This design comes from an exercise in tuning for small area, a short achievable clock period and few clock cycles on the open sky130 flow, not from production work. Where RTL was checked, it was by simulation tests only, not by an equivalence proof against the original. Only the layout flow was run in run 8; the RTL was not checked for function there. Power and IR drop assume default switching activity.

## flow/config.mk

```make
export PLATFORM = sky130hd
export DESIGN_NAME = HW2_divider
export DESIGN_NICKNAME = HW2_divider
export VERILOG_FILES = /design/flow/design.v
export SDC_FILE = /design/flow/constraint.sdc
export NUM_CORES = 4
export LEC_CHECK = 0
export ABC_AREA = 1
export ABC_CLOCK_PERIOD_IN_PS = 2000
export CAP_MARGIN = 20
export CORE_MARGIN = 2
export CORE_UTILIZATION = 40
export SETUP_SLACK_MARGIN = 3.0
export SLEW_MARGIN = 20
```

## flow/constraint.sdc

```tcl
create_clock -name core_clock -period 6.0 [get_ports {Clk}]
set_input_delay 1.2000 -clock core_clock [delete_from_list [all_inputs] [get_ports {Clk}]]
set_output_delay 1.2000 -clock core_clock [all_outputs]
set_load 0.01 [all_outputs]
```

## flow/design.v

```verilog
module HW2_divider(Clk, Rst, St, Divisor, Dividend, Quotient, Remainder, Overflow, Done);
	input Clk, Rst, St;
	input [15:0] Divisor;
	input [15:0] Dividend;
	output [15:0] Quotient;
	output [15:0] Remainder;
	output Overflow;
	output reg Done;
	reg [15:0] R;      
	reg [15:0] B;      
	reg [15:0] Q;      
	reg [2:0] cnt;     
	reg ovf;
	reg [2:0] e;
	always @(*) begin
		casez (Divisor)
			16'b1???????????????, 16'b01??????????????: e = 3'd0;
			16'b001?????????????, 16'b0001????????????: e = 3'd1;
			16'b00001???????????, 16'b000001??????????: e = 3'd2;
			16'b0000001?????????, 16'b00000001????????: e = 3'd3;
			16'b000000001???????, 16'b0000000001??????: e = 3'd4;
			16'b00000000001?????, 16'b000000000001????: e = 3'd5;
			16'b0000000000001???, 16'b00000000000001??: e = 3'd6;
			default: e = 3'd7;
		endcase
	end
	wire [15:0] n1 = e[2] ? {Divisor[7:0], 8'b0} : Divisor;
	wire [15:0] n2 = e[1] ? {n1[11:0], 4'b0} : n1;
	wire [15:0] n3 = e[0] ? {n2[13:0], 2'b0} : n2;
	wire [17:0] d1 = {2'b0, R} - {2'b0, B};
	wire [17:0] d2 = {2'b0, R} - {1'b0, B, 1'b0};
	wire [18:0] ca = {3'b0, R};
	wire [18:0] cb = ~{3'b0, B};
	wire [18:0] cc = ~{2'b0, B, 1'b0};
	wire [18:0] cs = ca ^ cb ^ cc;
	wire [18:0] cy = {(ca[17:0] & cb[17:0]) | (ca[17:0] & cc[17:0]) | (cb[17:0] & cc[17:0]), 1'b1};
	wire [18:0] d3 = cs + cy + 19'd1;
	wire ge1 = ~d1[17];
	wire ge2 = ~d2[17];
	wire ge3 = ~d3[18];
	wire s3 = ge3;
	wire s2 = ge2 & ~ge3;
	wire s1 = ge1 & ~ge2;
	wire s0 = ~ge1;
	wire [15:0] rn = ({16{s3}} & d3[15:0]) | ({16{s2}} & d2[15:0]) |
	                 ({16{s1}} & d1[15:0]) | ({16{s0}} & R);
	assign Quotient = Q;
	assign Remainder = R;
	assign Overflow = ovf;
	always @(posedge Clk) begin
		if (Rst)
			Done <= 1'b1;
		else if (Done)
			Done <= ~St;
		else if (cnt == 3'd0 || ovf)
			Done <= 1'b1;
	end
	always @(posedge Clk) begin
		if (Done) begin
			B <= n3;
			cnt <= e;
			if (St) begin
				R <= Dividend;
				Q <= 16'd0;
				ovf <= ~|Divisor;
			end
		end else begin
			R <= rn;
			Q <= {Q[13:0], ge2, ge3 | (ge1 & ~ge2)};
			B <= {2'b0, B[15:2]};
			cnt <= cnt - 3'd1;
		end
	end
endmodule
```

## flow/flow/run.sh

```bash
#!/bin/bash
# The standard layout, with each port buffered by a small buffer instead of
# the delay cell that buffer_ports picks by default, and synthesis leaves
# adders to abc instead of mapping them to fa/ha cells.
set -euo pipefail
bash standard.sh "BUFFER_PORTS_ARGS=-buffer_cell sky130_fd_sc_hd__buf_1" "ADDER_MAP_FILE=" finish > standard.log 2>&1
```

## flow/standard.sh

```bash
#!/bin/bash
# synth_recipe.tcl (not shown) runs the flow's synth.tcl, then flattens the netlist and writes it again
# the make line also repeats each setting of config.mk as NAME=value (left out here)
make -C /OpenROAD-flow-scripts/flow DESIGN_CONFIG=/design/flow/config.mk WORK_HOME=/design/flow/orfs CLKGATE_MAP_FILE= SYNTH_SCRIPT=/design/flow/synth_recipe.tcl "${@:-finish}"
```

==> results of run 1 <==
## flip-flops by register name, summed over array words and instances (netlist names)
signal  count
cnt         3
B          16
R          16
Done        1
ovf         1
Q          16
## power by group
part / total (mW) / switching [mW] / leakage (nW) / internal, mW
Clock: 0.315 / 0.154 / 0.0763 / 0.161
Sequential: 0.502 / 0.0609 / 0.505 / 0.441
Combinational: 1.28 / 0.875 / 2.78 / 0.404
## stage by stage
stage / instance area, sq um / utilization (%) / total power, mW
6_report: 6487 / 45.15 / 2.095
5_1_grt: 6487 / 45.15 / 2.282
4_1_cts: 6412 / 44.63 / 2.067
3_5_place_dp: 6256 / 43.54 / 1.752
3_3_place_gp: 6256 / 43.54 / 1.748
2_1_floorplan: 5828 / - / 1.457
## area by class of cell
cell class	count	area (sq um)	share of cell area, %
multi-input combinational	766	3767	58.07
sequential	53	1391	21.45
inverter	171	651.9	10.05
timing repair buffer	73	292.8	4.513
tap	184	230.2	3.549
clock buffer	5	125.1	1.929
clock inverter	3	28.78	0.4436
## cell families (layout without fill, tap and decap cells)
| logic type | count (synthesis) | in the layout | synth area share, % |
|---|---|---|---|
| simple gates | 622 | 622 | 48.18 |
| buf+inv | 184 | 252 | 12.30 |
| compound gates | 118 | 118 | 11.72 |
| flops | 53 | 53 | 23.87 |
| xor+xnor | 25 | 25 | 3.757 |
| fa+ha+maj | 1 | 1 | 0.1718 |
## worst max-delay path by stage
| stage | start | endpoint | slack, ns | cells after the start |
|---|---|---|---|---|
| 2_1_floorplan | Divisor[9] | B[8]$_DFF_P_ | 3.23 | 15 |
| 3_3_place_gp | Divisor[14] | B[0]$_DFF_P_ | 2.59 | 14 |
| 3_5_place_dp | Divisor[14] | B[1]$_DFF_P_ | 2.49 | 14 |
| 4_1_cts | Divisor[15] | B[12]$_DFF_P_ | 3.06 | 14 |
| 5_1_grt | Divisor[9] | B[10]$_DFF_P_ | 2.97 | 15 |
| 6_report | Divisor[11] | B[11]$_DFF_P_ | 3.19 | 15 |
## worst max-delay path, stage by stage
cell and delay [ns]:
buf_1 0.10, inv_1 0.09, nand2_1 0.06, nor2_1 0.17, nand2_2 0.18, nor4_4 0.19, nand2_1 0.09, nand2_1 0.11
nor2_1 0.06, nand3_1 0.09, nand2_1 0.11, nand2_1 0.15, inv_1 0.20, nand2_1 0.12, o211ai_1 0.08
## timing repair
action | CTS | global route
gates resized for setup | 1 | 12
setup endpoints to repair | 15 | 31
setup buffers | 0 | 3
pin swaps | 0 | 2
## cells in the mapped netlist, types with 3 or more instances
| cell | number | area [sq um] |
|---|---|---|
| a31oi_1 | 6 | 37.54 |
| nand2_4 | 10 | 112.6 |
| nor4_1 | 4 | 25.02 |
| nor3_1 | 5 | 25.02 |
| nand4_1 | 15 | 93.84 |
| nor2_1 | 124 | 465.5 |
| o21bai_1 | 3 | 22.52 |
| dfxtp_1 | 20 | 400.4 |
| nand3_2 | 10 | 100.1 |
| o21ai_0 | 43 | 215.2 |
| xnor2_1 | 9 | 78.83 |
| inv_1 | 149 | 559.3 |
| clkbuf_1 | 10 | 37.54 |
| o221ai_1 | 3 | 26.28 |
| or2_2 | 5 | 31.28 |
| edfxtp_1 | 33 | 991.0 |
| inv_2 | 21 | 78.83 |
| o211ai_1 | 9 | 67.56 |
| nand3_1 | 83 | 415.4 |
| nand2_1 | 312 | 1171 |
| xor2_1 | 16 | 140.1 |
| nor2_2 | 9 | 56.30 |
| a21boi_0 | 3 | 22.52 |
| nand2_2 | 35 | 219.0 |
| a21oi_1 | 38 | 190.2 |
| o22ai_1 | 3 | 18.77 |
## layer usage
| metal | vias to the layer above | part of all wire (%) |
|---|---|---|
| met2 | 221 | 45 |
| met5 | - | 0 |
| met4 | 0 | 2.4 |
| met3 | 29 | 6.4 |
| li1 | 3313 | - |
| met1 | 2866 | 47 |
## cells in the final DEF (no fill, tap or decap), types with 21 or more instances in the layout
master	instances
a21oi_1	38
buf_1	68
edfxtp_1	33
inv_1	147
inv_2	21
nand2_1	310
nand2_2	36
nand3_1	83
nor2_1	122
o21ai_0	42
==> flow_summary.toml, run 1 <==
[finish]
synthToLayoutAreaGrowth_pct = 11.31
n_antenna_cell = 0
drive_gt1_share_pct = 11.30
final_nets = 1105
final_cells = 1255
num-fill-cells = 1597

[clock_tree]
cts_buffers = 5
clk_pin_slew_ns = 0.08
clockBufferDepth = 2
cts.sinks = 53
clock_latency_ns = 0.31
cts_tree = "done"
ctsHoldBuffers = 0
clockRootBuffer = "clkbuf_16"
h-tree-depth = 2

[synth]
yosysSeqAreaShare_pct = 23.87
ys.flop_type = "edfxtp_1"
ys_async_sr_fraction_pct = 0
synth_seq_cells = 53
netlist_instances = 1003
syn_area_sq_mm = 0.005828
ys_warn_count = 1
syn_avg_cell_area_sq_um = 5.811
yosysUniqueCellTypes = 45
synth.net_count = 1038
synth_edf_count = 33

[timing]
hold_ws_ns = 0.4771
timing.final.crit_period_ns = 2.812
hold_violations = 0
tightest_slew_ns = 0.8495
finClkSkew_ns = 0.007273
grt_setup_unrepaired = "false"
slew_headroom_pct = 43.37
setup_viol_count_final = 0
setup_ws_ns = 3.188
finalCritPeriodShare_pct = 46.86
fmax_mhz = 355.6
slew_violations = 0
setup_tns_ns = 0

[run_status]
outcome = "no timing/DRC/antenna violations"

[placement]
dpl.hpwl_um = 14360
gp_congestion = 0.9633
pre_cts_ws_ns = 2.486
numPortBuffers = 68
dp_cells = 1244

[floorplanning]
die_h_um = 124.7
die_x_um = 124.7
die_area_sq_mm = 0.01555
initial_core_util_pct = 40.56
coreArea_sq_mm = 0.01437
ios = 69
fp-row-count = 44

[hold_path]
hp-class = "reg2reg"
whs_endpoint = "cnt[0]$_DFF_P_"
min_delay_path_depth = 1
hold_path_startpoint = "cnt[0]$_DFF_P_"

[worst_setup_path]
critPathCaptureType = "flip-flop"
r2r_start = "R[1]$_DFFE_PP_"
cp-start-kind = "input port"
cp_max_fo = 12
crit_type = "in2reg"
r2r_setup_slack_ns = 3.23
r2r_cells = 17
arrival_ns = 3.00
r2r-end = "R[7]$_DFFE_PP_"
required_ns = 6.19

[grt]
grt_first_pass_wirelength_um = 28790
top_usage_layer = "met2"
overflow = 0
grtUsageMet2_pct = 36.71
grt_pass1_vias = 5776
grt_max_degree = 38
grt_use_total_pct = 22.73
use_met3_pct = 2.019
use_met1_pct = 31.93
antenna_found_initial = 0

[routing]
ant_nets = 0
wirelength_um = 18030
drc = 0
drtPass1Iterations = 5
wl_per_cell_um = 14.36
first_iter_violations = 634
post_drt_via_cell_ratio = 5.123
vias = 6429

[power]
power_density_mw_per_mm2 = 322.9
ir_drop_mv = 0.1472
p_leak_nw = 3.365

[run]
cap_viol_max_count = 0
Testbench counts, summed over its fixed seeds: cycles 47,499.
==> run 2: changes to the inputs <==
--- a/flow/config.mk
+++ b/flow/config.mk
@@ -12,3 +12,3 @@
 export CORE_UTILIZATION = 40
-export SETUP_SLACK_MARGIN = 3.0
+export SETUP_SLACK_MARGIN = 2.6
 export SLEW_MARGIN = 20
==> run 2 against run 1 <==
Net effect: register-to-register slack worse by 0.13 ns; critical path depth is 1 lower; count of clock-buffer cells in the layout stayed put; worst setup slack lost 0.20 ns; final area decreased by 1.2%; combinational power is essentially flat; clock skew decreased by 0.00070 ns; sequential cell count unchanged; worst hold slack got worse by 0.00060 ns.
==> flow_summary.toml, run 2 <==
[routing]
ant_nets = 0
wirelength_um = 17980
vias = 6462
wl_per_cell_um = 14.36
post_drt_via_cell_ratio = 5.161
drtPass1Iterations = 6
first_iter_violations = 570
drc = 0

[worst_setup_path]
critPathCaptureType = "flip-flop"
crit_start = "Divisor[11]"
cp_max_fo = 12
r2r_start = "R[5]$_DFFE_PP_"
r2r-end = "R[10]$_DFFE_PP_"
r2r_setup_slack_ns = 3.10
cp-start-kind = "input port"
r2r_cells = 13
required_ns = 6.20
crit_type = "in2reg"
arrival_ns = 3.21

[floorplanning]
coreArea_sq_mm = 0.01437
die_area_sq_mm = 0.01555
initial_core_util_pct = 40.56
fp-row-count = 44
ios = 69
die_x_um = 124.7
die_h_um = 124.7

[power]
combPwrFrac_pct = 60.7
power_density_mw_per_mm2 = 323.6
p_leak_nw = 3.355
clkPwrFrac_pct = 15.2
switching_share_pct = 52.18
power_switching_mw = 1.083
pwr-share-seq_pct = 24.2
power.internal_mw = 0.9921
ir_drop_mv = 0.1454

[synth]
netlist.area_leader.share_pct = 20.09
synthTopCellsByArea = "nand2_1 20%, edfxtp_1 17%, inv_1 9.6%"
synth.net_count = 1038
yosysSeqAreaShare_pct = 23.87
yosysMostFrequentCell = "nand2_1"
ys_async_sr_fraction_pct = 0
netlist_instances = 1003
syn_area_sq_mm = 0.005828
yosysTopAreaCell = "nand2_1"
synth_seq_cells = 53
ys.flop_type = "edfxtp_1"
syn_avg_cell_area_sq_um = 5.811
synth_common_cells = "312 x nand2_1, 149 x inv_1, 124 x nor2_1, 83 x nand3_1, 43 x o21ai_0"
synth_edf_count = 33
ys_warn_count = 1
yosysUniqueCellTypes = 45

[clock_tree]
clockRootBuffer = "clkbuf_16"
clock_latency_ns = 0.31
h-tree-depth = 2
cts.sinks = 53
clockBufferDepth = 2
cts_tree = "done"
cts_setup_buffers = 0
clk_pin_slew_ns = 0.07
cts_buffers = 5

[finish]
final_cells = 1252
n_antenna_cell = 0
layout_common_cells = "312 x nand2_1, 149 x inv_1, 123 x nor2_1"
drive_gt1_share_pct = 10.39
finalInstanceArea_sq_mm = 0.006412
layout_commonest_cell = "nand2_1"
top_regs = "B: 16 flops, Q: 16 flops, R: 16 flops"
final_nets = 1102
synthToLayoutAreaGrowth_pct = 10.03

[grt]
grt_max_degree = 38
grt_first_pass_wirelength_um = 28790
grt_pass1_vias = 5776
overflow = 0
grt_use_total_pct = 22.73
antenna_found_initial = 0

[placement]
dp_cells = 1244
place_area_sq_mm = 0.006256
dpl.hpwl_um = 14360
gp_congestion = 0.9633
numPortBuffers = 68
pre_cts_ws_ns = 2.486

[timing]
finClkSkew_ns = 0.006570
grt_setup_unrepaired = "false"
tightest_slew_ns = 0.8471
hold_violations = 0
setup_viol_count_final = 0
timing.final.crit_period_ns = 3.013
setup_ws_ns = 2.987
finalCritPeriodShare_pct = 50.22
fmax_mhz = 331.9
slew_headroom_pct = 43.52
slew_violations = 0
setup_tns_ns = 0

[hold_path]
whs_endpoint = "cnt[0]$_DFF_P_"
hp-class = "reg2reg"
hold_path_startpoint = "cnt[0]$_DFF_P_"
min_delay_path_depth = 1

[run_status]
outcome = "no timing/DRC/antenna violations"

[run]
cap_viol_max_count = 0
[run 2: worst max path at each step]
stage / endpoint / slack, ns / cells past startpoint
final: B[12]$_DFF_P_ / 2.99 / 14
after global routing: B[15]$_SDFF_PN0_ / 2.67 / 14
after CTS: B[1]$_DFF_P_ / 2.80 / 14
after detailed placement: B[1]$_DFF_P_ / 2.49 / 14
after global placement: B[0]$_DFF_P_ / 2.59 / 14
after floorplan: B[8]$_DFF_P_ / 3.23 / 15
[run 2: per-stage QoR]
step	utilization, %	power [mW]	hold WS, ns
after global placement	43.54	1.748	0.4549
after CTS	44.61	2.067	0.4713
after floorplan	-	1.457	0.4346
after global routing	44.63	2.261	0.4944
after detailed placement	43.54	1.752	0.4597
final	44.63	2.075	0.4765
[run 2: cell type report]
cell class	count	area [sq um]
fill	1604	7956
clock buffer	5	125.1
tap	184	230.2
timing repair buffer	70	270.3
sequential	53	1391
inverter	171	644.4
multi-input combinational	766	3722
clock inverter	3	28.78
[run 2: critical path, stage by stage]
cell	delay, ns
buf_1	0.12
inv_1	0.08
nand2_1	0.07
nor2_1	0.04
nand2_1	0.21
nor4_1	0.11
nand2_1	0.08
nand2_1	0.07
nor2_1	0.49
nand2_1	0.23
inv_1	0.20
o21ai_0	0.15
nand2_1	0.11
nand3_1	0.06
[run 2: kinds of logic after synthesis]
logic type	count (synthesis)	share of synthesized area, %
flops	53	23.87
xor+xnor	25	3.757
fa+ha+maj	1	0.1718
buf+inv	184	12.30
simple gates	622	48.18
compound gates	118	11.72
[run 2: power groups by stage]
stage	clock network (mW)	registers, mW	logic (mW)
floorplan	0	0.502	0.955
global placement	0	0.510	1.24
detailed placement	0	0.509	1.24
CTS	0.317	0.501	1.25
global route	0.334	0.507	1.42
finish	0.315	0.501	1.26
[run 2: routing by layer]
| layer | global-route usage, % | routed length [um] | part of all wire (%) |
|---|---|---|---|
| met2 | 36.71 | 8022 | 45 |
| met3 | 2.019 | 1070 | 6.0 |
| met5 | 0 | 0 | 0 |
| met4 | 7.601 | 443 | 2.5 |
| met1 | 31.93 | 8440 | 47 |
[run 2: repair_timing]
action / in CTS / in global routing
setup endpoints to repair: 0 / 15
resized for setup: 0 / 1
hold buffers: 0 / 0
endpoints found under the hold margin: 0 / 0
==> run 3: changes to the inputs <==
--- a/flow/design.v
+++ b/flow/design.v
@@ -9,3 +9,4 @@
 	reg [15:0] R;      
-	reg [15:0] B;      
+	reg [15:0] Bn;     
+	wire [15:0] B = ~Bn;
 	reg [15:0] Q;      
@@ -59,3 +60,3 @@
 		if (Done) begin
-			B <= n3;
+			Bn <= ~n3;
 			cnt <= e;
@@ -69,3 +70,3 @@
 			Q <= {Q[13:0], ge2, ge3 | (ge1 & ~ge2)};
-			B <= {2'b0, B[15:2]};
+			Bn <= {2'b11, Bn[15:2]};
 			cnt <= cnt - 3'd1;
--- a/flow/config.mk
+++ b/flow/config.mk
@@ -12,3 +12,3 @@
 export CORE_UTILIZATION = 40
-export SETUP_SLACK_MARGIN = 2.6
+export SETUP_SLACK_MARGIN = 3.0
 export SLEW_MARGIN = 20
==> run 3 against run 2 <==
Net effect: via count decreased by 3.9%; power decreased by 0.68%; routed wire length decreased by 3.3%; critical path depth decreased by 1; largest cell class unchanged.
==> flow_summary.toml, run 3 <==
[floorplanning]
initial_core_util_pct = 41.24
die_h_um = 124.1
die_area_sq_mm = 0.01540
ios = 69
coreArea_sq_mm = 0.01399
fp-row-count = 43
die_x_um = 124.1

[synth]
syn_avg_cell_area_sq_um = 5.893
synth.net_count = 1014
syn_area_sq_mm = 0.005769
synth_edf_count = 33
yosysSeqAreaShare_pct = 24.12
ys.flop_type = "edfxtp_1"
netlist_instances = 979
ys_warn_count = 1
synthTopCellsByArea = "nand2_1 18%, edfxtp_1 17%, nor2_1 9.8%"
synth_common_cells = "282 x nand2_1, 150 x nor2_1, 123 x inv_1, 83 x nand3_1, 46 x o21ai_0"
netlist.area_leader.share_pct = 18.35
ys_async_sr_fraction_pct = 0
yosysUniqueCellTypes = 48
yosysMostFrequentCell = "nand2_1"
yosysTopAreaCell = "nand2_1"
synth_seq_cells = 53

[clock_tree]
clk_pin_slew_ns = 0.08
cts.sinks = 53
cts_buffers = 5
clockRootBuffer = "clkbuf_16"
ctsHoldBuffers = 0
h-tree-depth = 2
clockBufferDepth = 2
clock_latency_ns = 0.31
cts_tree = "done"

[grt]
antenna_found_initial = 0
overflow = 0
grt_first_pass_wirelength_um = 27870
grt_pass1_vias = 5595
grt_max_degree = 33
grt_use_total_pct = 23.37

[worst_setup_path]
slowest_delay_ns = 0.22
cp-start-kind = "input port"
cp_slowest_cell = "nor2_1"
path_delay_family = "simple AND/OR/NAND/NOR gates"
crit_type = "in2reg"
cpMostUsedCell = "nand2_1"
cp_max_fo = 13
cp.buffers_inverters = 2
r2r_setup_slack_ns = 3.22
path_cells = "buf_1 -> nor2_1 -> nand4_4 -> nor4_2 -> nand2_1 -> nand2_1 -> nor2_1 -> nand3b_1 -> nand2_1 -> nor2_4 -> buf_12 -> nand2_1 -> o211ai_1"
critPathCaptureType = "flip-flop"
required_ns = 6.24
arrival_ns = 3.02

[power]
p_leak_nw = 3.178
power_density_mw_per_mm2 = 321.8
ir_drop_mv = 0.1918

[routing]
vias = 6212
wl_per_cell_um = 14.24
post_drt_via_cell_ratio = 5.088
drc = 0
first_iter_violations = 385
wirelength_um = 17380
drtPass1Iterations = 5
ant_nets = 0

[timing]
finalCritPeriodShare_pct = 46.42
slew_headroom_pct = 40.64
fmax_mhz = 359.0
hold_violations = 0
hold_ws_ns = 0.4805
setup_viol_count_final = 0
slew_violations = 0
finClkSkew_ns = 0.01322
tightest_slew_ns = 0.8904
grt_setup_unrepaired = "true"
timing.final.crit_period_ns = 2.785
setup_tns_ns = 0

[placement]
gp_congestion = 0.9561
dpl.hpwl_um = 13680
numPortBuffers = 68

[finish]
final_nets = 1075
layout_commonest_cell = "nand2_1"
top_regs = "Bn: 16 flops, Q: 16 flops, R: 16 flops"
fin_util_pct = 45.78
n_antenna_cell = 0
layout_common_cells = "281 x nand2_1, 147 x nor2_1, 122 x inv_1"
drive_gt1_share_pct = 10.37
synthToLayoutAreaGrowth_pct = 11.00

[hold_path]
hp-class = "reg2reg"

[run]
cap_viol_max_count = 0

[run_status]
outcome = "no timing/DRC/antenna violations"
run 3: cell count changes after synthesis, moves of 5 or more:
cell,delta
nand2_1,-30
nand3b_1,+8
xnor2_1,+5
inv_1,-26
nand2_2,-5
nand3_2,-6
clkbuf_1,-5
nor2_1,+26
nor3_1,+5
run 3: path summary, 6_finish.rpt:
check	endpoint	start	depth (start not counted)
min	cnt[0]$_DFF_P_	cnt[0]$_DFF_P_	1
min reg2reg	cnt[0]$_DFF_P_	cnt[0]$_DFF_P_	1
max reg2reg	R[8]$_DFFE_PP_	R[1]$_DFFE_PP_	17
max	Bn[5]$_DFF_P_	Divisor[10]	13
run 3: power breakdown:
| part | switching (mW) | total (mW) | internal (mW) |
|---|---|---|---|
| Sequential | 0.0654 | 0.507 | 0.442 |
| Clock | 0.154 | 0.339 | 0.184 |
| Combinational | 0.828 | 1.21 | 0.387 |
run 3: through the flow:
stage / area (sq um) / std cells / setup slack, ns / power, mW
after floorplan: 5769 / 979 / 3.208 / 1.424
after global placement: 6157 / 1212 / 2.740 / 1.695
after detailed placement: 6157 / 1212 / 2.694 / 1.698
after CTS: 6332 / 1220 / 3.006 / 2.044
after global routing: 6404 / 1221 / 2.976 / 2.238
final: 6404 / 1221 / 3.215 / 2.061
run 3: area by class of cell:
type                       instances  area (sq um)
fill                            1528          7585
multi-input combinational        767          3786
sequential                        53          1393
inverter                         142         539.3
timing repair buffer              71         290.3
tap                              180         225.2
clock buffer                       6         150.1
clock inverter                     2         20.02
run 3: worst reg2reg max path, delay by kind of cell, from the launching register on:
| family | cells | cell delay, ns |
|---|---|---|
| AND/OR/NAND/NOR | 12 | 1.51 |
| flip-flops | 1 | 0.49 |
| AO/OA/AOI/OAI | 2 | 0.38 |
| buffers and inverters | 3 | 0.27 |
run 3: metal layers:
| layer | up-vias | GRT usage (%) | share of wire, % |
|---|---|---|---|
| li1 | 3250 | - | - |
| met1 | 2785 | 32.03 | 47 |
| met2 | 163 | 38.59 | 46 |
| met3 | 14 | 4.533 | 6.1 |
| met4 | 0 | 4.073 | 0.93 |
| met5 | - | 0 | 0 |
run 3: what timing repair did:
item	CTS	global route
gates cloned	0	0
pin swaps	0	1
setup endpoints to repair	2	31
buffers inserted	0	1
resized for setup	1	14
run 3: cells by family (layout without fill, tap and decap cells):
logic type,Yosys count,in the layout,share of synthesized area (%)
simple gates,612,612,47.47
compound gates,123,123,12.43
buf+inv,159,221,11.10
xor+xnor,31,31,4.706
flops,53,53,24.12
mux,1,1,0.1735
Testbench counts of run 3, summed over its fixed seeds: cycles 47,499.
==> run 4: changes to the inputs <==
--- a/flow/config.mk
+++ b/flow/config.mk
@@ -12,3 +12,3 @@
 export CORE_UTILIZATION = 40
-export SETUP_SLACK_MARGIN = 3.0
+export SETUP_SLACK_MARGIN = 2.9
 export SLEW_MARGIN = 20
==> run 4 against run 3 <==
Net effect: clock skew grew 0.00064 ns; count of clock-buffer cells in the layout unchanged; critical path depth is 4 higher; highest routed layer unchanged; critical path type is now reg2reg; combinational power about the same; still clean on timing, DRC and antenna; die area stayed put.
==> flow_summary.toml, run 4 <==
[routing]
wl_per_cell_um = 14.22
post_drt_via_cell_ratio = 5.057
drc = 0
drtPass1Iterations = 5
wirelength_um = 17360
vias = 6174
first_iter_violations = 396
ant_nets = 0

[finish]
fin_util_pct = 45.64
synthToLayoutAreaGrowth_pct = 10.65
final_nets = 1075
layout_commonest_cell = "nand2_1"
n_antenna_cell = 0
layout_common_cells = "282 x nand2_1, 147 x nor2_1, 123 x inv_1"
drive_gt1_share_pct = 10.09
top_regs = "Bn: 16 flops, Q: 16 flops, R: 16 flops"
num-fill-cells = 1529

[worst_setup_path]
required_ns = 6.17
cpMostUsedCell = "nand2_1"
cp_max_fo = 18
arrival_ns = 3.05
critPathCaptureType = "flip-flop"
cp_slowest_cell = "edfxtp_1"
slowest_delay_ns = 0.49
path_delay_family = "simple AND/OR/NAND/NOR gates"
path_cells = "nand2_4 -> inv_1 -> nor2_2 -> nand2_1 -> nand2_1 -> a21boi_2 -> o21ai_2 -> nand3_1 -> nand2_4 -> nand2_4 -> inv_2 -> nand2_1 -> nand2_1 -> inv_1 -> nand2_1 -> nor2_1 -> nor2_1"
cp-start-kind = "flip-flop"
crit_type = "reg2reg"
cp.buffers_inverters = 3

[clock_tree]
clockRootBuffer = "clkbuf_16"
h-tree-depth = 2
clk_pin_slew_ns = 0.08
cts_tree = "done"
clock_latency_ns = 0.32
cts.sinks = 53
clockBufferDepth = 2
cts_buffers = 5

[floorplanning]
ios = 69
die_x_um = 124.1
fp-row-count = 43
die_area_sq_mm = 0.01540
initial_core_util_pct = 41.24
die_h_um = 124.1
coreArea_sq_mm = 0.01399

[timing]
finalCritPeriodShare_pct = 48.02
setup_viol_count_final = 0
tightest_slew_ns = 0.8747
grt_setup_unrepaired = "false"
fmax_mhz = 347.1
timing.final.crit_period_ns = 2.881
finClkSkew_ns = 0.01386
slew_headroom_pct = 41.69
slew_violations = 0
hold_violations = 0
setup_tns_ns = 0

[power]
power.internal_mw = 1.011
ir_drop_mv = 0.1916
p_leak_nw = 3.186
clkPwrFrac_pct = 16.5
pwr-share-seq_pct = 24.7
combPwrFrac_pct = 58.8
power_switching_mw = 1.042
power_density_mw_per_mm2 = 321.5
switching_share_pct = 50.77

[synth]
ys_warn_count = 1
netlist.area_leader.share_pct = 18.35
ys.flop_type = "edfxtp_1"
netlist_instances = 979
ys_async_sr_fraction_pct = 0
synth_common_cells = "282 x nand2_1, 150 x nor2_1, 123 x inv_1, 83 x nand3_1, 46 x o21ai_0"
yosysTopAreaCell = "nand2_1"
synthTopCellsByArea = "nand2_1 18%, edfxtp_1 17%, nor2_1 9.8%"
syn_avg_cell_area_sq_um = 5.893
synth.net_count = 1014
yosysSeqAreaShare_pct = 24.12
synth_edf_count = 33
synth_seq_cells = 53
yosysMostFrequentCell = "nand2_1"
syn_area_sq_mm = 0.005769
yosysUniqueCellTypes = 48

[placement]
gp_congestion = 0.9561
numPortBuffers = 68
dpl.hpwl_um = 13680

[run_status]
outcome = "no timing/DRC/antenna violations"

[hold_path]
hp-class = "reg2reg"

[grt]
overflow = 0
grt_first_pass_wirelength_um = 27880
grt_max_degree = 33
antenna_found_initial = 0
grt_use_total_pct = 23.38
grt_pass1_vias = 5595

[run]
cap_viol_max_count = 0
==> run 4: changes by cell type in the layout (fill, tap and decap cells not counted), sizes merged <==
cell,previous run,this run
clkinvlp,1,0
inv,142,143
==> run 4: cell type report <==
type                    instances  area [sq um]  share of cell area [%]
multi-input cells             767          3772                   59.09
flip-flops and latches         53          1393                   21.82
inverters                     142         533.0                   8.350
repair buffers                 71         290.3                   4.547
well taps                     180         225.2                   3.528
clock buffers                   6         150.1                   2.352
clock inverters                 2         20.02                  0.3136
==> run 4: metrics by stage <==
| stage | hold WS [ns] | total power, mW | instance area, sq um | setup WS (ns) | cells |
|---|---|---|---|---|---|
| after global placement | 0.4638 | 1.695 | 6157 | 2.740 | 1212 |
| after detailed placement | 0.4673 | 1.698 | 6157 | 2.694 | 1212 |
| after floorplan | 0.4346 | 1.424 | 5769 | 3.208 | 979 |
| after CTS | 0.4801 | 2.042 | 6327 | 2.955 | 1220 |
| after global routing | 0.5165 | 2.231 | 6384 | 2.944 | 1221 |
| final | 0.4810 | 2.053 | 6384 | 3.119 | 1221 |
==> run 4: worst paths after layout <==
kind             startpoint  slack, ns  depth (start not counted)             end
max          R[1]$_DFFE_PP_       3.12                         17  R[8]$_DFFE_PP_
min          cnt[0]$_DFF_P_       0.48                          1  cnt[0]$_DFF_P_
max reg2reg  R[1]$_DFFE_PP_       3.12                         17  R[8]$_DFFE_PP_
min reg2reg  cnt[0]$_DFF_P_       0.48                          1  cnt[0]$_DFF_P_
==> run 4: layer usage <==
layer  vias up  track usage [%]  part of all wire, %
li1       3249                -                    -
met2       155            38.59                   46
met4         0            4.073                 0.95
met3        16            4.533                  5.7
met5         -                0                    0
met1      2754            32.06                   48
==> run 4: cells by family after synthesis <==
| family | after synthesis | share of synthesized area (%) |
|---|---|---|
| multiplexers | 1 | 0.1735 |
| AND/OR/NAND/NOR | 612 | 47.47 |
| AO/OA/AOI/OAI | 123 | 12.43 |
| XOR/XNOR | 31 | 4.706 |
| buffers and inverters | 159 | 11.10 |
| flip-flops | 53 | 24.12 |
==> run 4: power groups by stage <==
stage	Sequential, mW	Combinational (mW)	Clock (mW)
floorplan	0.502	0.922	0
global placement	0.516	1.18	0
detailed placement	0.515	1.18	0
CTS	0.507	1.19	0.347
global route	0.517	1.36	0.357
finish	0.507	1.21	0.338
==> run 4: what timing repair did <==
action,in CTS,in global routing
setup buffers,0,1
hold buffers,0,0
gates resized for setup,0,9
endpoints found under the setup margin,0,29
==> run 5: changes to the inputs <==
--- a/flow/config.mk
+++ b/flow/config.mk
@@ -12,3 +12,3 @@
 export CORE_UTILIZATION = 40
-export SETUP_SLACK_MARGIN = 2.9
+export SETUP_SLACK_MARGIN = 3.1
 export SLEW_MARGIN = 20
==> run 5 against run 4 <==
Net effect: still clean; sequential power hardly changed; via count is 1.1% higher; worst setup slack better by 0.20 ns; count of clock-buffer cells in the layout stayed put; die area stayed put; utilization is 0.89 points higher; worst hold slack hardly changed; synthesized area stayed put; synthesized cell count stayed put; critical path depth is 5 lower; clock skew is 0.0013 ns lower; critical endpoint is now Bn[1]$_DFF_P_; largest power group unchanged.
==> flow_summary.toml, run 5 <==
[run_status]
outcome = "no timing/DRC/antenna violations"

[grt]
antenna_found_initial = 0
overflow = 0
grt_pass1_vias = 5622
grt_first_pass_wirelength_um = 27990
grt_use_total_pct = 23.48
grt_max_degree = 33

[timing]
setup_viol_count_final = 0
slew_headroom_pct = 40.88
setup_tns_ns = 0
hold_violations = 0
finalCritPeriodShare_pct = 44.74
fmax_mhz = 372.5
grt_setup_unrepaired = "false"
finClkSkew_ns = 0.01258
slew_violations = 0
timing.final.crit_period_ns = 2.684
hold_ws_ns = 0.4806
tightest_slew_ns = 0.8868

[worst_setup_path]
crit_type = "in2reg"
cp.buffers_inverters = 2
cp_max_fo = 7
critPathCaptureType = "flip-flop"
cp_slowest_cell = "nor2_4"
path_delay_family = "simple AND/OR/NAND/NOR gates"
cpMostUsedCell = "nand2_1"
arrival_ns = 2.86
cp-start-kind = "input port"
required_ns = 6.18
path_cells = "buf_1 -> nor2_4 -> nand4_4 -> nor4_4 -> nand2_1 -> nand2_1 -> nor2_1 -> nand3b_1 -> nand2_1 -> nor2_4 -> buf_4 -> a22oi_1"
slowest_delay_ns = 0.19

[synth]
synth.net_count = 1014
synth_seq_cells = 53
ys.flop_type = "edfxtp_1"
syn_avg_cell_area_sq_um = 5.893
synthTopCellsByArea = "nand2_1 18%, edfxtp_1 17%, nor2_1 9.8%"
netlist.area_leader.share_pct = 18.35
yosysTopAreaCell = "nand2_1"
ys_async_sr_fraction_pct = 0
synth_common_cells = "282 x nand2_1, 150 x nor2_1, 123 x inv_1, 83 x nand3_1, 46 x o21ai_0"
yosysMostFrequentCell = "nand2_1"
netlist_instances = 979
ys_warn_count = 1
synth_edf_count = 33
yosysSeqAreaShare_pct = 24.12
syn_area_sq_mm = 0.005769
yosysUniqueCellTypes = 48

[floorplanning]
die_area_sq_mm = 0.01540
coreArea_sq_mm = 0.01399
die_h_um = 124.1
fp-row-count = 43
die_x_um = 124.1
ios = 69
initial_core_util_pct = 41.24

[placement]
numPortBuffers = 68
gp_congestion = 0.9561
dpl.hpwl_um = 13680

[finish]
layout_commonest_cell = "nand2_1"
num-fill-cells = 1516
top_regs = "Bn: 16 flops, Q: 16 flops, R: 16 flops"
drive_gt1_share_pct = 11.23
final_nets = 1085
n_antenna_cell = 0
layout_common_cells = "281 x nand2_1, 146 x nor2_1, 123 x inv_1"
multi_input_area_sq_mm = 0.003820
regArea_sq_mm = 0.001393
synthToLayoutAreaGrowth_pct = 12.82

[run]
cap_viol_max_count = 0

[clock_tree]
clk_pin_slew_ns = 0.08
h-tree-depth = 2
cts_buffers = 5
clock_latency_ns = 0.31
clockRootBuffer = "clkbuf_16"
clockBufferDepth = 2
cts_tree = "done"
cts.sinks = 53
ctsHoldBuffers = 0

[routing]
vias = 6243
first_iter_violations = 418
ant_nets = 0
post_drt_via_cell_ratio = 5.071
wirelength_um = 17520
wl_per_cell_um = 14.23
drtPass1Iterations = 8
drc = 0

[power]
p_leak_nw = 3.242
power_density_mw_per_mm2 = 319.0
ir_drop_mv = 0.1916

[hold_path]
hp-class = "reg2reg"
-- run 5: cell counts after synthesis --
Identical to the previous run, type by type.
-- run 5: worst reg2reg max path: cells and delay by family (launching register included) --
family | cells | cell delay (ns)
AOI/OAI and AO/OA | 1 | 0.21
buffers and inverters | 5 | 0.48
DFF | 1 | 0.46
and+or+nand+nor | 13 | 1.28
-- run 5: final timing paths --
kind,depth (start not counted),slack (ns),from,end
min reg2reg,1,0.48,cnt[0]$_DFF_P_,cnt[0]$_DFF_P_
max reg2reg,19,3.33,Bn[0]$_DFF_P_,R[8]$_DFFE_PP_
max,12,3.32,Divisor[8],Bn[1]$_DFF_P_
min,1,0.48,cnt[0]$_DFF_P_,cnt[0]$_DFF_P_
-- run 5: cell type report --
type                       instances  area share, %
timing repair buffer              81          5.613
tap                              180          3.460
inverter                         142          8.228
sequential                        53          21.40
clock buffer                       6          2.307
multi-input combinational        767          58.69
clock inverter                     2         0.3076
-- run 5: what timing repair did --
item | in CTS | in global routing
setup buffers | 3 | 8
pin swaps | 1 | 3
resized for setup | 5 | 15
setup endpoints to repair | 23 | 33
-- run 5: kinds of logic after synthesis --
family / count (synthesis) / synth area share, %
compound gates: 123 / 12.43
xor+xnor: 31 / 4.706
buf+inv: 159 / 11.10
flops: 53 / 24.12
mux: 1 / 0.1735
simple gates: 612 / 47.47
-- run 5: through the flow --
stage,setup WS [ns],cell area (sq um),power (mW),instances,util (%)
4_1_cts,3.084,6385,2.050,1223,45.64
5_1_grt,3.104,6509,2.259,1231,46.53
3_3_place_gp,2.740,6157,1.695,1212,44.02
6_report,3.316,6509,2.077,1231,46.53
2_1_floorplan,3.208,5769,1.424,979,-
3_5_place_dp,2.694,6157,1.698,1212,44.02
-- run 5: routing by layer --
metal / GRT usage, % / part of all wire (%) / up-vias / wire length (um)
met2: 38.93 / 46 / 146 / 7982
li1: - / - / 3272 / -
met5: 0 / 0 / - / 0
met4: 4.073 / 1.1 / 0 / 185
met3: 4.533 / 5.7 / 18 / 992
met1: 32.08 / 48 / 2807 / 8359
-- run 5: report_power, final --
group	total, mW	internal (mW)	switching (mW)
Clock	0.337	0.184	0.153
Sequential	0.508	0.442	0.0658
Combinational	1.23	0.402	0.830
==> run 6: changes to the inputs <==
--- a/flow/config.mk
+++ b/flow/config.mk
@@ -12,3 +12,3 @@
 export CORE_UTILIZATION = 40
-export SETUP_SLACK_MARGIN = 3.1
+export SETUP_SLACK_MARGIN = 3.3
 export SLEW_MARGIN = 20
==> run 6 against run 5 <==
Net effect: final area is 5.4% higher; worst hold slack better by 0.00082 ns; sequential share of layout area fell by 0.94 points; still clean on timing, DRC and antenna; non-clock buffer count up 24; critical path depth rose by 1; sequential power is essentially flat; worst setup slack got worse by 0.16 ns.
==> flow_summary.toml, run 6 <==
[clock_tree]
cts_tree = "done"
clock_latency_ns = 0.32
h-tree-depth = 2
clockRootBuffer = "clkbuf_16"
clockBufferDepth = 2
clk_pin_slew_ns = 0.08
cts_buffers = 5
cts.sinks = 53
ctsHoldBuffers = 0

[power]
power.internal_mw = 1.053
power_switching_mw = 1.087
combPwrFrac_pct = 61.2
clkPwrFrac_pct = 14.9
switching_share_pct = 50.80
ir_drop_mv = 0.1891
total_power_mw = 2.140
power_density_mw_per_mm2 = 312.1
pwr-share-seq_pct = 23.9
p_leak_nw = 3.394

[synth]
synth-simple-area-share_pct = 47.47
netlist.area_leader.share_pct = 18.35
synth_fa_ha_area_share_pct = 0
netlist_instances = 979
synth_xor_area_share_pct = 4.706
synth_top_family_by_area = "simple AND/OR/NAND/NOR gates"
synth_edf_count = 33
ys_async_sr_fraction_pct = 0
synth_compound_area_share_pct = 12.43
ys.flop_type = "edfxtp_1"
syn_avg_cell_area_sq_um = 5.893
synth.net_count = 1014
synthMuxAreaShare_pct = 0.1735
yosysMostFrequentCell = "nand2_1"
yosysSeqAreaShare_pct = 24.12
yosysUniqueCellTypes = 48
synth_seq_cells = 53
syn_area_sq_mm = 0.005769
synth_common_cells = "282 x nand2_1, 150 x nor2_1, 123 x inv_1, 83 x nand3_1, 46 x o21ai_0"
synthTopCellsByArea = "nand2_1 18%, edfxtp_1 17%, nor2_1 9.8%"
ys_warn_count = 1
yosysTopAreaCell = "nand2_1"

[worst_setup_path]
cp.buffers_inverters = 2
required_ns = 6.24
slowest_delay_ns = 0.36
cp.depth = 13
r2r_start = "R[2]$_DFFE_PP_"
path_delay_family = "simple AND/OR/NAND/NOR gates"
cp_slowest_cell = "nor4_4"
r2r-end = "R[8]$_DFFE_PP_"
crit_type = "in2reg"
r2r_cells = 20
cp_max_fo = 11
arrival_ns = 3.08
path_cells = "buf_6 -> nor2_4 -> nand4_4 -> nor4_4 -> nand2_2 -> nand2_1 -> nor2_1 -> nand3b_1 -> nand2_2 -> nor2_4 -> buf_12 -> nand2_1 -> o211ai_1"
critPathCaptureType = "flip-flop"
cp-start-kind = "input port"
r2r_setup_slack_ns = 3.46

[placement]
numPortBuffers = 68
place_area_sq_mm = 0.006208
pre_cts_ws_ns = 2.781
gp_congestion = 0.8755
dpl.hpwl_um = 13860
dp_cells = 1213

[routing]
wl_per_cell_um = 14.45
vias = 6401
drc = 0
post_drt_via_cell_ratio = 5.100
ant_nets = 0
drtPass1Iterations = 5
first_iter_violations = 454
wirelength_um = 18130

[finish]
final_nets = 1109
top_regs = "Bn: 16 flops, Q: 16 flops, R: 16 flops"
synthToLayoutAreaGrowth_pct = 18.87
fin_util_pct = 49.03
final_cells = 1255
finalInstanceArea_sq_mm = 0.006858
n_antenna_cell = 0
num-fill-cells = 1558
layout_common_cells = "266 x nand2_1, 140 x nor2_1, 121 x inv_1"
layout_commonest_cell = "nand2_1"
drive_gt1_share_pct = 17.12

[floorplanning]
initial_core_util_pct = 41.24
fp-row-count = 43
die_h_um = 124.1
die_x_um = 124.1
die_area_sq_mm = 0.01540
ios = 69
coreArea_sq_mm = 0.01399

[timing]
grt_setup_unrepaired = "true"
slew_violations = 0
timing.final.crit_period_ns = 2.845
slew_headroom_pct = 42.49
tightest_slew_ns = 0.8626
finClkSkew_ns = 0.008973
setup_tns_ns = 0
hold_violations = 0
fmax_mhz = 351.5
hold_ws_ns = 0.4814
setup_viol_count_final = 0
setup_ws_ns = 3.155
finalCritPeriodShare_pct = 47.42

[grt]
grt_max_degree = 33
antenna_found_initial = 0
grt_pass1_vias = 5768
grt_first_pass_wirelength_um = 28750
grt_use_total_pct = 23.99
overflow = 0

[run_status]
outcome = "no timing/DRC/antenna violations"

[hold_path]
whs_endpoint = "cnt[2]$_DFF_P_"
hold_path_startpoint = "cnt[2]$_DFF_P_"
hp-class = "reg2reg"
min_delay_path_depth = 2

[run]
cap_viol_max_count = 0
## run 6: power by group through the flow
stage | Combinational, mW | Clock (mW) | Sequential [mW]
floorplan | 0.924 | 0 | 0.502
global placement | 1.18 | 0 | 0.519
detailed placement | 1.19 | 0 | 0.518
CTS | 1.22 | 0.327 | 0.511
global route | 1.47 | 0.339 | 0.520
finish | 1.31 | 0.320 | 0.511
## run 6: layout make-up
type                            count  area, sq um  area share [%]
Sequential cell                    53         1403           20.45
Clock inverter                      3        26.28          0.3831
Timing Repair Buffer              105        609.3           8.885
Inverter                          142        544.3           7.937
Tap cell                          180        225.2           3.284
Clock buffer                        5        125.1           1.824
Multi-Input combinational cell    767         3925           57.23
## run 6: worst max-delay path by stage
stage | start | endpoint | slack [ns]
floorplan | Divisor[12] | Bn[0]$_DFF_P_ | 3.26
global placement | Divisor[12] | Bn[14]$_SDFF_PN1_ | 2.84
detailed placement | Divisor[12] | Bn[14]$_SDFF_PN1_ | 2.78
CTS | R[2]$_DFFE_PP_ | R[8]$_DFFE_PP_ | 3.31
global route | Divisor[12] | Bn[6]$_DFF_P_ | 3.07
finish | Divisor[12] | Bn[5]$_DFF_P_ | 3.16
## run 6: worst min-delay path, delay by kind of cell (launching register included)
family / cells / cell delay, ns
AND/OR/NAND/NOR: 1 / 0.06
AO/OA/AOI/OAI: 1 / 0.07
flip-flops: 1 / 0.32
## run 6: per-layer routing
metal  vias up  routed length, um  track usage (%)  part of all wire [%]
met5         -                  0                0                     0
met1      2874               8827            32.81                    49
met2       167               8183            39.52                    45
met3        26                808            3.709                   4.5
li1       3334                  -                -                     -
met4         0                312            5.899                   1.7
## run 6: kinds of logic after synthesis
| group | count (synthesis) |
|---|---|
| flip-flops | 53 |
| multiplexers | 1 |
| XOR/XNOR | 31 |
| AO/OA/AOI/OAI | 123 |
| buffers and inverters | 159 |
| AND/OR/NAND/NOR | 612 |
## run 6: what timing repair did
action,in CTS,in global routing
gates cloned,0,0
buffers inserted,5,29
pin swaps,4,10
endpoints found under the setup margin,32,32
resized for setup,10,66
==> run 7: changes to the inputs <==
--- a/flow/config.mk
+++ b/flow/config.mk
@@ -12,3 +12,3 @@
 export CORE_UTILIZATION = 40
-export SETUP_SLACK_MARGIN = 3.3
+export SETUP_SLACK_MARGIN = 3.2
 export SLEW_MARGIN = 20
==> run 7 against run 6 <==
Net effect: critical path depth decreased by 1; non-clock buffer count decreased by 15; worst setup slack improved by 0.21 ns; die area unchanged; largest cell class unchanged; synthesized cell count unchanged; via count decreased by 2.2%; sequential power decreased by 0.8%; utilization decreased by 1.6 points.
==> flow_summary.toml, run 7 <==
[timing]
grt_setup_unrepaired = "true"
setup_tns_ns = 0
slew_headroom_pct = 41.28
finClkSkew_ns = 0.01245
finalCritPeriodShare_pct = 43.96
hold_ws_ns = 0.4827
setup_viol_count_final = 0
slew_violations = 0
fmax_mhz = 379.1
timing.final.crit_period_ns = 2.638
setup_ws_ns = 3.362
tightest_slew_ns = 0.8807
hold_violations = 0

[worst_setup_path]
crit_type = "in2reg"
required_ns = 6.18
cp_max_fo = 5
slowest_delay_ns = 0.18
path_cells = "buf_1 -> nor2_4 -> nand4_4 -> nor4_4 -> nand2_1 -> nand2_1 -> nor2_1 -> nand3b_1 -> nand2_2 -> nor2_4 -> buf_4 -> a22oi_1"
path_delay_family = "simple AND/OR/NAND/NOR gates"
arrival_ns = 2.81
crit_start = "Divisor[8]"
cp_slowest_cell = "nor2_4"
cp.buffers_inverters = 2
critPathCaptureType = "flip-flop"
r2r_start = "R[1]$_DFFE_PP_"
cp-start-kind = "input port"

[placement]
dp_cells = 1212
gp_congestion = 0.9561
dpl.hpwl_um = 13680
numPortBuffers = 68
pre_cts_ws_ns = 2.694
place_area_sq_mm = 0.006157

[finish]
final_cells = 1240
n_antenna_cell = 0
layout_common_cells = "277 x nand2_1, 146 x nor2_1, 122 x inv_1"
finalInstanceArea_sq_mm = 0.006631
final_nets = 1094
synthToLayoutAreaGrowth_pct = 14.94
drive_gt1_share_pct = 13.02
top_regs = "Bn: 16 flops, Q: 16 flops, R: 16 flops"
multi_input_area_sq_mm = 0.003856
num-fill-cells = 1510
regArea_sq_mm = 0.001395
layout_commonest_cell = "nand2_1"
fin_util_pct = 47.41

[floorplanning]
initial_core_util_pct = 41.24
die_area_sq_mm = 0.01540
ios = 69
fp-row-count = 43
die_x_um = 124.1
die_h_um = 124.1
coreArea_sq_mm = 0.01399

[routing]
vias = 6263
drc = 0
wl_per_cell_um = 14.17
first_iter_violations = 417
wirelength_um = 17580
ant_nets = 0
drtPass1Iterations = 5
post_drt_via_cell_ratio = 5.051

[grt]
overflow = 0
grt_pass1_vias = 5627
grt_max_degree = 33
grt_first_pass_wirelength_um = 28040
grt_use_total_pct = 23.53
antenna_found_initial = 0

[synth]
ys.flop_type = "edfxtp_1"
synth-simple-area-share_pct = 47.47
netlist_instances = 979
synthMuxAreaShare_pct = 0.1735
synth_fa_ha_area_share_pct = 0
yosysMostFrequentCell = "nand2_1"
synth_seq_cells = 53
synth_compound_area_share_pct = 12.43
syn_area_sq_mm = 0.005769
synth.net_count = 1014
ys_warn_count = 1
yosysUniqueCellTypes = 48
synth_common_cells = "282 x nand2_1, 150 x nor2_1, 123 x inv_1, 83 x nand3_1, 46 x o21ai_0"
synth_top_family_by_area = "simple AND/OR/NAND/NOR gates"
synthTopCellsByArea = "nand2_1 18%, edfxtp_1 17%, nor2_1 9.8%"
syn_avg_cell_area_sq_um = 5.893
ys_async_sr_fraction_pct = 0
netlist.area_leader.share_pct = 18.35
synth_edf_count = 33
yosysSeqAreaShare_pct = 24.12
yosysTopAreaCell = "nand2_1"
synth_xor_area_share_pct = 4.706

[clock_tree]
ctsHoldBuffers = 0
cts_buffers = 5
h-tree-depth = 2
cts_tree = "done"
clockBufferDepth = 2
cts.sinks = 53
clk_pin_slew_ns = 0.08
clockRootBuffer = "clkbuf_16"
clock_latency_ns = 0.31

[power]
p_leak_nw = 3.283
pwr-share-seq_pct = 24.0
total_power_mw = 2.116
power.internal_mw = 1.055
switching_share_pct = 50.14
power_density_mw_per_mm2 = 319.0
clkPwrFrac_pct = 16.0
combPwrFrac_pct = 60.1
ir_drop_mv = 0.1920
power_switching_mw = 1.061

[run]
cap_viol_max_count = 0

[hold_path]
hp-class = "reg2reg"
hold_path_startpoint = "cnt[0]$_DFF_P_"

[run_status]
outcome = "no timing/DRC/antenna violations"
==> run 7: cell counts after synthesis <==
No cell type changed its count.
==> run 7: layout make-up <==
type	count	area share (%)
timing repair buffer	90	6.717
clock inverter	2	0.3019
clock buffer	6	2.264
inverter	142	8.132
tap	180	3.396
multi-input combinational	767	58.15
sequential	53	21.04
==> run 7: kinds of logic (layout without fill, tap and decap cells) <==
family | Yosys count | after routing
multiplexers | 1 | 1
AND/OR/NAND/NOR | 612 | 612
XOR/XNOR | 31 | 31
buffers and inverters | 159 | 240
AO/OA/AOI/OAI | 123 | 123
flip-flops | 53 | 53
==> run 7: power groups by stage <==
stage	registers (mW)	clock network [mW]	logic, mW
6_report	0.507	0.338	1.27
5_1_grt	0.517	0.357	1.42
4_1_cts	0.507	0.347	1.20
3_5_place_dp	0.515	0	1.18
3_3_place_gp	0.516	0	1.18
2_1_floorplan	0.502	0	0.922
==> run 7: path summary, 6_finish.rpt <==
path	cells after the start	slack, ns	to
worst max-delay path	12	3.36	Bn[1]$_DFF_P_
worst min-delay path	1	0.48	cnt[0]$_DFF_P_
worst max register to register	14	3.36	R[7]$_DFFE_PP_
worst min register to register	1	0.48	cnt[0]$_DFF_P_
==> run 7: what timing repair did <==
item,4_1_cts,5_1_grt
setup buffers,3,17
setup endpoints to repair,31,32
gates resized for setup,10,23
pin swaps,1,5
==> run 7: worst reg2reg max path: cells and delay by family (launching register included) <==
kind	cells	cell delay, ns
AOI/OAI and AO/OA	3	0.39
and+or+nand+nor	9	1.27
DFF	1	0.50
buffers and inverters	2	0.22
==> run 7: metal layers <==
metal	GRT usage [%]	vias up	part of all wire, %
met5	0	-	0
met4	4.073	0	0.94
met3	4.350	14	5.3
met2	39.07	130	46
met1	32.23	2829	48
li1	-	3290	-
==> run 8: changes to the inputs <==
==> flow/design.v (replaced) <==
module HW2_divider(Clk, Rst, St, Divisor, Dividend, Quotient, Remainder, Overflow, Done);
	input Clk, Rst, St;
	input [15:0] Divisor;
	input [15:0] Dividend;
	output [15:0] Quotient;
	output [15:0] Remainder;
	output Overflow;
	output reg Done;
	reg [15:0] R;      
	reg [15:0] B;      
	reg [15:0] Q;      
	reg [2:0] cnt;     
	reg nrm;           
	reg ovf;
	reg [2:0] e;
	always @(*) begin
		casez (Divisor)
			16'b1???????????????, 16'b01??????????????: e = 3'd0;
			16'b001?????????????, 16'b0001????????????: e = 3'd1;
			16'b00001???????????, 16'b000001??????????: e = 3'd2;
			16'b0000001?????????, 16'b00000001????????: e = 3'd3;
			16'b000000001???????, 16'b0000000001??????: e = 3'd4;
			16'b00000000001?????, 16'b000000000001????: e = 3'd5;
			16'b0000000000001???, 16'b00000000000001??: e = 3'd6;
			default: e = 3'd7;
		endcase
	end
	wire [15:0] n1 = cnt[2] ? {B[7:0], 8'b0} : B;
	wire [15:0] n2 = cnt[1] ? {n1[11:0], 4'b0} : n1;
	wire [15:0] n3 = cnt[0] ? {n2[13:0], 2'b0} : n2;
	wire [17:0] t2 = {2'b0, R} - {1'b0, B, 1'b0};
	wire g2 = ~t2[17];
	wire [15:0] R1 = g2 ? t2[15:0] : R;
	wire [16:0] t1 = {1'b0, R1} - {1'b0, B};
	wire g1 = ~t1[16];
	assign Quotient = Q;
	assign Remainder = R;
	assign Overflow = ovf;
	always @(posedge Clk) begin
		if (Rst) begin
			Done <= 1'b1;
			nrm <= 1'b0;
		end else if (Done) begin
			B <= Divisor;
			cnt <= e;
			if (St) begin
				Done <= 1'b0;
				nrm <= 1'b1;
				R <= Dividend;
			end
		end else if (nrm) begin
			nrm <= 1'b0;
			B <= n3;
			Q <= 16'd0;
			ovf <= ~|B;
			if (~|B) Done <= 1'b1;
		end else begin
			R <= g1 ? t1[15:0] : R1;
			Q <= {Q[13:0], g2, g1};
			B <= {2'b0, B[15:2]};
			cnt <= cnt - 3'd1;
			if (cnt == 3'd0) Done <= 1'b1;
		end
	end
endmodule
==> flow/run.sh (new file) <==
#!/bin/bash
# synth_recipe.tcl (not shown) runs the flow's synth.tcl, then flattens the netlist and writes it again
# the make line also repeats each setting of config.mk as NAME=value (left out here)
make -C /OpenROAD-flow-scripts/flow DESIGN_CONFIG=/design/flow/config.mk WORK_HOME=/design/flow/orfs CLKGATE_MAP_FILE= SYNTH_SCRIPT=/design/flow/synth_recipe.tcl finish
--- a/flow/config.mk
+++ b/flow/config.mk
@@ -7,4 +7,3 @@
 export LEC_CHECK = 0
-export ABC_AREA = 1
-export ABC_CLOCK_PERIOD_IN_PS = 2000
+export ABC_CLOCK_PERIOD_IN_PS = 2500
 export CAP_MARGIN = 20
@@ -12,3 +11,3 @@
 export CORE_UTILIZATION = 40
-export SETUP_SLACK_MARGIN = 3.2
+export SETUP_SLACK_MARGIN = 2.6
 export SLEW_MARGIN = 20
removed: flow/flow/run.sh
removed: flow/standard.sh
==> run 8 against run 7 <==
Net effect: power fell by 17%; highest routed layer unchanged; synthesized area shrank 19%; largest power group unchanged; register-to-register slack worse by 2.0 ns.
==> flow_summary.toml, run 8 <==
[run_status]
outcome = "no timing/DRC/antenna violations"

[clock_tree]
cts.sinks = 54
cts_tree = "done"
cts_buffers = 5
h-tree-depth = 2
clk_pin_slew_ns = 0.08
clockRootBuffer = "clkbuf_16"
clock_latency_ns = 0.32
clockBufferDepth = 2

[synth]
synth.net_count = 583
yosysMostFrequentCell = "edfxtp_1"
synthTopCellsByArea = "edfxtp_1 33%, ha_1 8.8%, a21oi_1 4.7%"
synth_edf_count = 52
ys.flop_type = "edfxtp_1"
yosysSeqAreaShare_pct = 34.21
ys_async_sr_fraction_pct = 0
yosysUniqueCellTypes = 68
ys_warn_count = 1
synth_common_cells = "52 x edfxtp_1, 46 x nor2_1, 44 x a21oi_1, 35 x nand2_1, 34 x inv_1"
synth_seq_cells = 54
syn_avg_cell_area_sq_um = 9.127
syn_area_sq_mm = 0.004682
yosysTopAreaCell = "edfxtp_1"
netlist.area_leader.share_pct = 33.35
netlist_instances = 513

[power]
power_density_mw_per_mm2 = 284.0
switching_share_pct = 39.33
clkPwrFrac_pct = 18.6
power_switching_mw = 0.6926
power.internal_mw = 1.068
ir_drop_mv = 0.1369
combPwrFrac_pct = 53.4
p_leak_nw = 2.400
pwr-share-seq_pct = 28.0

[worst_setup_path]
critPathCaptureType = "flip-flop"
required_ns = 6.19
cp-start-kind = "flip-flop"
crit_type = "reg2reg"
arrival_ns = 4.82
cp_max_fo = 5

[grt]
antenna_found_initial = 0
grt_max_degree = 34
grt_pass1_vias = 4051
overflow = 0
grt_first_pass_wirelength_um = 21170
grt_use_total_pct = 21.12

[timing]
finalCritPeriodShare_pct = 77.11
tightest_slew_ns = 0.6740
setup_viol_count_final = 0
setup_tns_ns = 0
hold_violations = 0
slew_headroom_pct = 54.90
fmax_mhz = 216.1
timing.final.crit_period_ns = 4.627
slew_violations = 0
grt_setup_unrepaired = "true"
finClkSkew_ns = 0.006120

[finish]
n_antenna_cell = 0
layout_common_cells = "68 x clkdlybuf4s50_1, 52 x edfxtp_1, 45 x nor2_1"
finalInstanceArea_sq_mm = 0.006201
final_nets = 675
num-fill-cells = 1046
layout_commonest_cell = "clkdlybuf4s50_1"
synthToLayoutAreaGrowth_pct = 32.44
fin_util_pct = 54.31
top_regs = "B: 16 flops, Q: 16 flops, R: 16 flops"
drive_gt1_share_pct = 17.49

[floorplanning]
ios = 69
die_x_um = 112.2
die_h_um = 112.2
die_area_sq_mm = 0.01259
fp-row-count = 39
coreArea_sq_mm = 0.01142
initial_core_util_pct = 41.00

[routing]
wirelength_um = 13650
ant_nets = 0
vias = 4351
drtPass1Iterations = 7
wl_per_cell_um = 18.22
first_iter_violations = 261
drc = 0
post_drt_via_cell_ratio = 5.809

[placement]
place_area_sq_mm = 0.005510
numPortBuffers = 68
dpl.hpwl_um = 9490
gp_congestion = 0.9148

[hold_path]
hp-class = "reg2reg"

[run]
cap_viol_max_count = 0
-- run 8: changes by cell type in the layout (fill, tap and decap cells not counted), sizes merged, moves of 24 or more --
cell           previous run  this run
nor2                    158        46
clkdlybuf4s50             0        68
nor2b                     0        27
inv                     142        35
buf                      90        35
nand2                   321        35
ha                        0        33
nand3                    87         5
o21ai                    52        28
-- run 8: final timing paths --
| path | from | endpoint | slack [ns] | depth (start not counted) |
|---|---|---|---|---|
| max | B[6]$_DFFE_PN_ | R[14]$_DFFE_PP_ | 1.37 | 19 |
| min | Q[9]$_SDFFCE_PP0P_ | Q[11]$_SDFFCE_PP0P_ | 0.57 | 1 |
| max reg2reg | B[6]$_DFFE_PN_ | R[14]$_DFFE_PP_ | 1.37 | 19 |
| min reg2reg | Q[9]$_SDFFCE_PP0P_ | Q[11]$_SDFFCE_PP0P_ | 0.57 | 1 |
-- run 8: layout make-up --
type	count	area (sq um)	share of cell area (%)
Inverter	36	135.1	2.179
Clock buffer	5	125.1	2.018
Sequential cell	54	1602	25.83
Timing Repair Buffer	103	987.2	15.92
Tap cell	143	178.9	2.885
Clock inverter	3	28.78	0.4641
Multi-Input combinational cell	405	3144	50.71
-- run 8: layer usage --
| layer | global-route usage [%] | up-vias | share of wire (%) |
|---|---|---|---|
| met5 | 0 | - | 0 |
| met4 | 8.618 | 0 | 2.6 |
| met3 | 3.726 | 24 | 5.1 |
| met2 | 33.13 | 162 | 47 |
| met1 | 28.97 | 2042 | 46 |
| li1 | - | 2123 | - |
-- run 8: cells by family (layout without fill, tap and decap cells) --
logic type / count (synthesis) / count (layout) / synth area share, %
buffers and inverters: 57 / 147 / 5.184
AO/OA/AOI/OAI: 159 / 162 / 24.11
AND/OR/NAND/NOR: 163 / 163 / 17.24
multiplexers: 31 / 31 / 6.975
flip-flops: 54 / 54 / 34.21
adder cells (fa/ha/maj): 35 / 35 / 9.674
XOR/XNOR: 14 / 14 / 2.619
-- run 8: critical path, stage by stage (launching register included) --
cell	delay, ns
edfxtp_1	0.39
inv_1	0.12
ha_1	0.26
or3_1	0.43
o21ai_2	0.19
o211ai_2	0.14
a21boi_4	0.22
buf_12	0.15
buf_6	0.09
mux2_4	0.31
ha_4	0.24
o211a_1	0.23
o31ai_4	0.08
a31oi_4	0.14
a211o_4	0.36
o311ai_4	0.24
buf_6	0.16
o41ai_1	0.09
a2111oi_1	0.46
a221o_1	0.17
-- run 8: what timing repair did --
item                                    4_1_cts  5_1_grt
endpoints found under the setup margin       18       18
resized for setup                            25       23
gates cloned                                  4        0
hold buffers                                  0        0
buffers inserted                             22        7
pin swaps                                    16       14
-- run 8: power groups by stage --
stage	clock network, mW	registers (mW)	logic (mW)
6_report	0.327	0.493	0.941
5_1_grt	0.341	0.498	1.01
4_1_cts	0.330	0.494	0.875
3_5_place_dp	0	0.507	0.731
3_3_place_gp	0	0.507	0.723
2_1_floorplan	0	0.494	0.561
-- run 8: through the flow --
stage                     hold WS (ns)  instances  total power, mW  setup WS [ns]
final                           0.5740        749            1.761          1.373
after global routing            0.5983        749            1.850          1.211
after CTS                       0.5767        742            1.699          1.402
after detailed placement        0.5570        708            1.238         0.7054
after global placement          0.5420        708            1.229         0.8668
after floorplan                 0.6094        513            1.055          1.453

==> port drivers added, routing unchanged <==
The flow's constraints put no driver on any port. The routed layouts listed below were extracted and timed again, unchanged, in two steps.
Step 1: set_driving_cell puts a clkbuf_16 on Clk and a buf_2 on each other input, an assumption about the parent block.
Step 2 also shifts input and output timing later by t, the mid clock arrival at the registers, as if the neighbouring blocks saw the same clock.
Three values: ideal, step 1, step 2; two values: the first two.
run	shift t [ns]	slack for setup (ns)	worst slew at a driven data input, ns
run 1	0.340	3.188 / 3.199 / 2.860	0.04
run 2	0.339	2.987 / 2.995 / 2.656	0.03
run 3	0.350	3.215 / 3.224 / 2.886	0.04
run 4	0.351	3.119 / 3.119 / 2.843	0.04
run 5	0.350	3.316 / 3.326 / 2.989	0.04
run 6	0.353	3.155 / 3.163 / 2.809	0.04
run 7	0.350	3.362 / 3.363 / 3.036	0.04
run 8	0.352	1.373 / 1.373 / 1.373	0.04
After both steps every run listed still meets setup and hold. The setup slack of run 6, which loses most, moves by +0.008 ns with the drivers and by -0.346 ns with both steps.
